Background: an optimization exercise with open tools, aiming at small area. Do not read the settings as production practice. In this exercise RTL edits were held to simulation tests only and were not proved equivalent to the original. No activity file was given, so power comes from the tool's default toggle rates.

==> run a <==
==> flow/design.v <==
`timescale 1ns / 1ps
module clockDiv(
    input  logic clk,
    input  logic rst,
    output logic tick
);
    localparam logic [14:0] S0   = 15'h5ef8;    
    localparam logic [14:0] SRST = 15'h28c6;    
    localparam logic [14:0] TERM = 15'h2e8b;    
    localparam logic [14:0] MASK = 15'h7fae;    
    logic [14:0] lfsr;
    assign tick = ((lfsr ^ TERM) & MASK) == 15'd0;
    always_ff @(posedge clk) begin
        if (rst)       lfsr <= SRST;
        else if (tick) lfsr <= S0;
        else           lfsr <= {lfsr[13:0], lfsr[14] ^ lfsr[13]};
    end
endmodule
`timescale 1ns / 1ps
module TXBUF(
    input  logic clk,
    input  logic rst,
    input  logic tick,
    input  logic [7:0] sw,
    input  logic btnC,
    input  logic btnD,
    output logic tx,
    output logic [3:0][7:0] Tdatas
);
    logic [11:0] sr;
    logic parity;
    logic btnD_prev, btnC_prev;
    logic busy;
    assign busy = |sr[11:1];
    assign tx = sr[0];
    always_ff @(posedge clk) begin
        if (rst) begin
            sr <= 12'd1;
            parity <= 1'b0;
            btnD_prev <= 1'b0;
            btnC_prev <= 1'b0;
            Tdatas <= '0;
        end else if (tick) begin
            btnD_prev <= btnD;
            btnC_prev <= btnC;
            if (busy) begin
                sr <= {1'b0, sr[11:1]};
                parity <= parity ^ sr[1];
            end else begin
                if (btnD && !btnD_prev) begin
                    Tdatas[3:1] <= Tdatas[2:0];
                    Tdatas[0] <= sw;
                end
                if (btnC && !btnC_prev)
                    sr <= {1'b1, ~parity, Tdatas[3], 1'b0, 1'b1};
            end
        end
    end
endmodule
`timescale 1ns / 1ps
module RXBUF(
    input  logic clk,
    input  logic rst,
    input  logic tick,
    input  logic rxbit,
    output logic [3:0][7:0] Rdatas
);
    logic [9:0] sr;
    logic parity, pacc;
    logic idle;
    assign idle = ~|sr;
    always_ff @(posedge clk) begin
        if (tick) begin
            if (idle) pacc <= 1'b0;
            else if (!sr[0]) pacc <= pacc ^ rxbit;
        end
        if (rst) begin
            sr <= '0;
            parity <= 1'b0;
            Rdatas <= '0;
        end else if (tick) begin
            if (idle) begin
                if (!rxbit) sr <= 10'b10_0000_0000;
            end else if (!sr[0]) begin
                sr <= {rxbit & parity, sr[9:1]};
            end else begin
                Rdatas[3:1] <= Rdatas[2:0];
                Rdatas[0] <= sr[8:1];
                parity <= pacc;
                sr <= '0;
            end
        end
    end
endmodule
`timescale 1ns / 1ps
module btn_debouncer(
    input  logic clk, rst, button,
    output logic buttonDebounced
);
    localparam logic [14:0] S0   = 15'h22c7;    
    localparam logic [14:0] TERM = 15'h0671;    
    localparam logic [14:0] MASK = 15'h6ddf;    
    logic [14:0] timer;
    logic busy, stab;
    logic term;
    assign term = ((timer ^ TERM) & MASK) == 15'd0;
    assign buttonDebounced = stab & timer[5];
    always_ff @(posedge clk) begin
        if (!busy) timer <= S0;
        else       timer <= {timer[13:0], timer[14] ^ timer[13]};
        if (rst) begin
            busy <= 1'b0;
            stab <= 1'b0;
        end else if (busy) begin
            busy <= !term;
            stab <= term;
        end else begin
            busy <= !stab && button;
            stab <= stab && button;
        end
    end
endmodule
`timescale 1ns / 1ps
module bcd_to_7_segment(
    input  logic [3:0] bcd,
    output logic [0:6] seg
);
    always_comb begin
        case (bcd)
        4'b0000: seg = 7'b0000001;  
        4'b0001: seg = 7'b1001111;  
        4'b0010: seg = 7'b0010010;  
        4'b0011: seg = 7'b0000110;  
        4'b0100: seg = 7'b1001100;  
        4'b0101: seg = 7'b0100100;  
        4'b0110: seg = 7'b0100000;  
        4'b0111: seg = 7'b0001111;  
        4'b1000: seg = 7'b0000000;  
        4'b1001: seg = 7'b0000100;  
        4'b1010: seg = 7'b0001000;  
        4'b1011: seg = 7'b1100000;  
        4'b1100: seg = 7'b0110001;  
        4'b1101: seg = 7'b1000010;  
        4'b1110: seg = 7'b0110000;  
        default: seg = 7'b0111000;  
        endcase
    end
endmodule
`timescale 1ns / 1ps
module segment_display(
    input  logic clk,
    input  logic rst,
    input  logic btnU,
    input  logic btnR,
    input  logic btnL,
    input  logic [3:0][7:0] Tdatas,
    input  logic [3:0][7:0] Rdatas,
    output logic [3:0] an,
    output logic [0:6] seg
);
    localparam logic [17:0] S0 = 18'h22550;    
    localparam logic [17:0] E1 = 18'h26927;    
    logic [17:0] refresh;
    logic e1, e0;                               
    logic [1:0] active_digit, ad_next;
    logic [1:0] index;
    logic isT;
    logic [3:0] D, N;
    logic rflag;
    logic btnU_db, btnR_db, btnL_db;
    logic [7:0] sel;
    logic hi;
    logic [0:6] hex;
    assign e1 = refresh == E1;
    assign ad_next = rst ? 2'd0 : active_digit + {1'b0, e0};
    assign sel = isT ? Tdatas[index] : Rdatas[index];
    assign hi = active_digit[0] ^ (e0 | e1);
    always_ff @(posedge clk) begin
        if (rst | e0) refresh <= S0;
        else          refresh <= {refresh[16:0], refresh[17] ^ refresh[10]};
        e0 <= !rst && e1;
        active_digit <= ad_next;
        rflag <= rst;
        if (rst) begin
            index <= 2'd0;
            isT <= 1'b1;
            D <= 4'd0;
        end else begin
            if (btnU_db) isT <= ~isT;
            if (btnL_db) index <= index - 2'd1;
            else if (btnR_db) index <= index + 2'd1;
            D <= hi ? sel[7:4] : sel[3:0];
        end
        case (ad_next)
        2'd2:    N <= {2'b00, index};
        2'd3:    N <= {3'b000, isT};
        default: N <= D;
        endcase
    end
    bcd_to_7_segment dec(N, hex);
    always_comb begin
        if (rflag)                  seg = 7'b1111111;
        else if (active_digit == 3) seg = N[0] ? 7'b1110000 : 7'b1111010;
        else                        seg = hex;
        case (active_digit)
        2'd0: an = 4'b1110;
        2'd1: an = 4'b1101;
        2'd2: an = 4'b1011;
        default: an = 4'b0111;
        endcase
    end
    btn_debouncer b1(clk, rst, btnU, btnU_db);
    btn_debouncer b2(clk, rst, btnR, btnR_db);
    btn_debouncer b3(clk, rst, btnL, btnL_db);
endmodule
`timescale 1ns / 1ps
module UART(
    input logic clk,
    input logic rst,
    input logic [7:0] sw,
    input logic btnC,
    input logic btnD,
    input logic btnU,
    input logic btnR,
    input logic btnL,
    input logic received,
    output logic transmitted,
    output logic [7:0] led2,
    output logic [7:0] led,
    output logic [0:6] seg,
    output logic [3:0] an
);
    logic tick;
    logic [3:0][7:0] Rdatas;
    logic [3:0][7:0] Tdatas;
    clockDiv div(clk, rst, tick);
    TXBUF transmitter(clk, rst, tick, sw, btnC, btnD, transmitted, Tdatas);
    RXBUF receiver(clk, rst, tick, received, Rdatas);
    segment_display display(clk, rst, btnU, btnR, btnL, Tdatas, Rdatas, an, seg);
    assign led = Tdatas[0];
    assign led2 = Rdatas[3];
endmodule
==> flow/run.sh <==
#!/bin/bash
# synth_recipe.tcl (not shown) runs the flow's synth.tcl, then flattens the netlist and writes it again
# the make line also repeats each setting of config.mk as NAME=value (left out here)
make -C /OpenROAD-flow-scripts/flow DESIGN_CONFIG=/design/flow/config.mk WORK_HOME=/design/flow/orfs CLKGATE_MAP_FILE= SYNTH_SCRIPT=/design/flow/synth_recipe.tcl finish
==> flow/config.mk <==
export PLATFORM = sky130hd
export DESIGN_NAME = UART
export DESIGN_NICKNAME = UART
export VERILOG_FILES = /design/flow/design.v
export SDC_FILE = /design/flow/constraint.sdc
export NUM_CORES = 4
export LEC_CHECK = 0
export CAP_MARGIN = 20
export CORE_MARGIN = 2
export CORE_UTILIZATION = 40
export SLEW_MARGIN = 20
==> flow/constraint.sdc <==
create_clock -name core_clock -period 10.0 [get_ports {clk}]
set_input_delay 2.0000 -clock core_clock [delete_from_list [all_inputs] [get_ports {clk}]]
set_output_delay 2.0000 -clock core_clock [all_outputs]
set_load 0.01 [all_outputs]
==> run b: changes against run a <==
==> flow/design.v, changed modules only <==
module clockDiv(
    input  logic clk,
    input  logic rst,
    output logic tick
);
    localparam logic [14:0] SRST = 15'h617e;    
    localparam logic [14:0] TERM = 15'h2dd6;    
    localparam logic [14:0] MASK = 15'h6fb7;    
    logic [14:0] lfsr;
    assign tick = ((lfsr ^ TERM) & MASK) == 15'd0;
    always_ff @(posedge clk) begin
        if (rst)       lfsr <= SRST;
        else if (tick) lfsr <= 15'd0;
        else           lfsr <= {~lfsr[13:0], lfsr[14] ^ lfsr[10]};
    end
endmodule
module TXBUF(
    input  logic clk,
    input  logic rst,
    input  logic tick,
    input  logic [7:0] sw,
    input  logic btnC,
    input  logic btnD,
    output logic tx,
    output logic [3:0][7:0] Tdatas
);
    logic [11:0] sr;
    logic parity;
    logic btnD_prev, btnC_prev;
    logic busy, act;
    logic s_shift, s_load, s_hold;       
    logic t_shift, t_hold;               
    logic [11:0] frame;
    assign busy = |sr[11:1];
    assign tx = sr[0];
    assign act = tick & !rst;
    assign s_shift = act & busy;
    assign s_load  = act & !busy & btnC & !btnC_prev;
    assign s_hold  = !rst & !(tick & (busy | (btnC & !btnC_prev)));
    assign t_shift = act & !busy & btnD & !btnD_prev;
    assign t_hold  = !rst & !(tick & !busy & btnD & !btnD_prev);
    assign frame = {1'b1, ~parity, Tdatas[3], 1'b0, 1'b1};
    always_ff @(posedge clk) begin
        if (rst) sr <= 12'd1;
        else if (tick) begin
            if (busy) sr <= {1'b0, sr[11:1]};
            else if (btnC && !btnC_prev) sr <= frame;
        end
        Tdatas <= ({Tdatas[2:0], sw} & {32{t_shift}}) | (Tdatas & {32{t_hold}});
        parity <= !rst & (parity ^ (s_shift & sr[1]));
        btnD_prev <= !rst & (tick ? btnD : btnD_prev);
        btnC_prev <= !rst & (tick ? btnC : btnC_prev);
    end
endmodule
module RXBUF(
    input  logic clk,
    input  logic rst,
    input  logic tick,
    input  logic rxbit,
    output logic [3:0][7:0] Rdatas
);
    logic [9:0] sr;
    logic parity, pacc;
    logic idle;
    logic s_shift, s_start, s_push, s_hold, r_hold;
    assign idle = ~|sr;
    assign s_shift = tick & !rst & !idle & !sr[0];
    assign s_start = tick & !rst & idle & !rxbit;
    assign s_push  = tick & !rst & sr[0];
    assign s_hold  = !rst & !tick;
    assign r_hold  = !rst & !(tick & sr[0]);
    always_ff @(posedge clk) begin
        if (tick) begin
            if (idle) pacc <= 1'b0;
            else if (!sr[0]) pacc <= pacc ^ rxbit;
        end
        if (rst) sr <= '0;
        else if (tick) begin
            if (idle) begin
                if (!rxbit) sr <= 10'b10_0000_0000;
            end else if (!sr[0]) begin
                sr <= {rxbit & parity, sr[9:1]};
            end else begin
                sr <= '0;
            end
        end
        parity <= (pacc & s_push) | (parity & r_hold);
        Rdatas <= ({Rdatas[2:0], sr[8:1]} & {32{s_push}}) | (Rdatas & {32{r_hold}});
    end
endmodule
module btn_debouncer(
    input  logic clk, rst, button,
    output logic buttonDebounced
);
    localparam logic [14:0] TERM = 15'h30ec;    
    localparam logic [14:0] MASK = 15'h3fbf;    
    logic [14:0] timer;
    logic nbusy, stab;                          
    logic term;
    assign term = ((timer ^ TERM) & MASK) == 15'd0;
    assign buttonDebounced = stab & timer[1];
    always_ff @(posedge clk) begin
        if (nbusy) timer <= 15'd0;
        else       timer <= {~timer[13:0], ~(timer[14] ^ timer[3])};
        if (rst) begin
            nbusy <= 1'b1;
            stab <= 1'b0;
        end else if (!nbusy) begin
            nbusy <= term;
            stab <= term;
        end else begin
            nbusy <= stab || !button;
            stab <= stab && button;
        end
    end
endmodule
module bcd_to_7_segment(
    input  logic [3:0] bcd,
    output logic [0:6] seg
);
    logic b3, b2, b1, b0;
    assign {b3, b2, b1, b0} = bcd;
    assign seg[0] = (~b3&~b2&~b1&b0) | (~b3&b2&~b1&~b0) | (b3&~b2&b1&b0) | (b3&b2&~b1&b0);
    assign seg[1] = (b2&b1&~b0) | (b3&b1&b0) | (b3&b2&~b0) | (~b3&b2&~b1&b0);
    assign seg[2] = (b3&b2&~b0) | (b3&b2&b1) | (~b3&~b2&b1&~b0);
    assign seg[3] = (b2&b1&b0) | (~b3&~b2&~b1&b0) | (~b3&b2&~b1&~b0) | (b3&~b2&b1&~b0);
    assign seg[4] = (~b2&~b1&b0) | (~b3&b0) | (~b3&b2&~b1);
    assign seg[5] = (~b3&b1&b0) | (~b3&~b2&b0) | (~b3&~b2&b1) | (b3&b2&~b1&b0);
    assign seg[6] = (~b3&~b2&~b1) | (~b3&b2&b1&b0) | (b3&b2&~b1&~b0);
endmodule
module segment_display(
    input  logic clk,
    input  logic rst,
    input  logic btnU,
    input  logic btnR,
    input  logic btnL,
    input  logic [3:0][7:0] Tdatas,
    input  logic [3:0][7:0] Rdatas,
    output logic [3:0] an,
    output logic [0:6] seg
);
    localparam logic [17:0] E1 = 18'h20590;    
    localparam logic [17:0] M1 = 18'h3fbff;    
    logic [17:0] refresh;
    logic e1, e0;                               
    logic [1:0] active_digit, ad_next;
    logic [1:0] index;
    logic isT;
    logic [3:0] D, N;
    logic rflag;
    logic btnU_db, btnR_db, btnL_db;
    logic [7:0] sel;
    logic hi;
    logic [0:6] hex;
    assign e1 = ((refresh ^ E1) & M1) == 18'd0;
    assign ad_next = rst ? 2'd0 : active_digit + {1'b0, e0};
    assign sel = isT ? Tdatas[index] : Rdatas[index];
    assign hi = active_digit[0] ^ (e0 | e1);
    always_ff @(posedge clk) begin
        if (rst | e0) refresh <= 18'd0;
        else          refresh <= {~refresh[16:0], ~(refresh[17] ^ refresh[6])};
        e0 <= !rst && e1;
        active_digit <= ad_next;
        rflag <= rst;
        if (rst) begin
            index <= 2'd0;
            isT <= 1'b1;
            D <= 4'd0;
        end else begin
            if (btnU_db) isT <= ~isT;
            if (btnL_db) index <= index - 2'd1;
            else if (btnR_db) index <= index + 2'd1;
            D <= hi ? sel[7:4] : sel[3:0];
        end
        case (ad_next)
        2'd2:    N <= {2'b00, index};
        2'd3:    N <= {3'b000, isT};
        default: N <= D;
        endcase
    end
    bcd_to_7_segment dec(N, hex);
    always_comb begin
        if (rflag)                  seg = 7'b1111111;
        else if (active_digit == 3) seg = N[0] ? 7'b1110000 : 7'b1111010;
        else                        seg = hex;
        case (active_digit)
        2'd0: an = 4'b1110;
        2'd1: an = 4'b1101;
        2'd2: an = 4'b1011;
        default: an = 4'b0111;
        endcase
    end
    btn_debouncer b1(clk, rst, btnU, btnU_db);
    btn_debouncer b2(clk, rst, btnR, btnR_db);
    btn_debouncer b3(clk, rst, btnL, btnL_db);
endmodule
- CTS_BUF_LIST: unset -> sky130_fd_sc_hd__clkbuf_8
==> reports/metrics.yaml <==
setup_path:
  r2r-end: "display.D[2]"
  r2r-start: "display.index[0]"
  critPathBufInv: 1
  crit_fanout: 13
power:
  power_clock_uw: 484
  seqPwrFrac_pct: 60.4
  clkPwrFrac_pct: 36.6
yosys:
  synth_top_area_share_pct: 54.5
timing:
  relSlewSlack_pct: 32.0
  postLayoutSetupSlackWorst_ps: 5760
  clock_skew_ps: 8.87
finish:
  n_all_inverters: 4
  design_area_sq_um: 7790
  final-clk-cell-share_pct: 4.96
  finalNonFillerCells: 947
global_route:
  grt_util_met2_pct: 24.7
status:
  status: "finished clean"
Source of the figures above: run b

==> reports/metrics.yaml <==
finish:
  finalNonFillerCells: 1055
  n_all_inverters: 17
  sh_seq_area_pct: 44.9
timing:
  postLayoutSetupSlackWorst_ps: 6030
  whs_ps: 407
  clock_skew_ps: 11.9
  relSlewSlack_pct: 29.9
setup_path:
  critPathBufInv: 2
  r2r-start: "display.e0"
  crit_fanout: 6
  startpoint_type: "register"
power:
  power_clock_uw: 697
  seqPwrFrac_pct: 52.1
yosys:
  synth_top_area_share_pct: 50.6
placement:
  post-place-cells: 1023
global_route:
  grt_util_met2_pct: 24.0
status:
  status: "finished clean"
Source of the figures above: run a

==> afterwards: timing with drivers on the ports <==
In the flow no input, the clock included, has a driving cell. The finished layouts below were timed again as built, in two steps. Step 1 assumes that a clkbuf_16 drives the clock port and a buf_2 every other input. Step 2 moves the port delays by t, midway between the first and last clock arrival at a register: inputs arrive t later, outputs are due t later. That takes back most of the time a late clock gives input paths. Three values: ideal, step 1, step 2; two values: the first two.
run	t, ns	slack for setup (ns)	worst slew at a driven data input, ns	cell pins on the clock port's net
run a	0.468	6.028 / 5.985 / 5.591	0.06	1
run b	0.493	5.764 / 5.730 / 6.224	0.04	1
After both steps every run listed still meets setup and hold. The setup slack of run a, which loses most, moves by -0.043 ns with the drivers and by -0.437 ns with both steps.
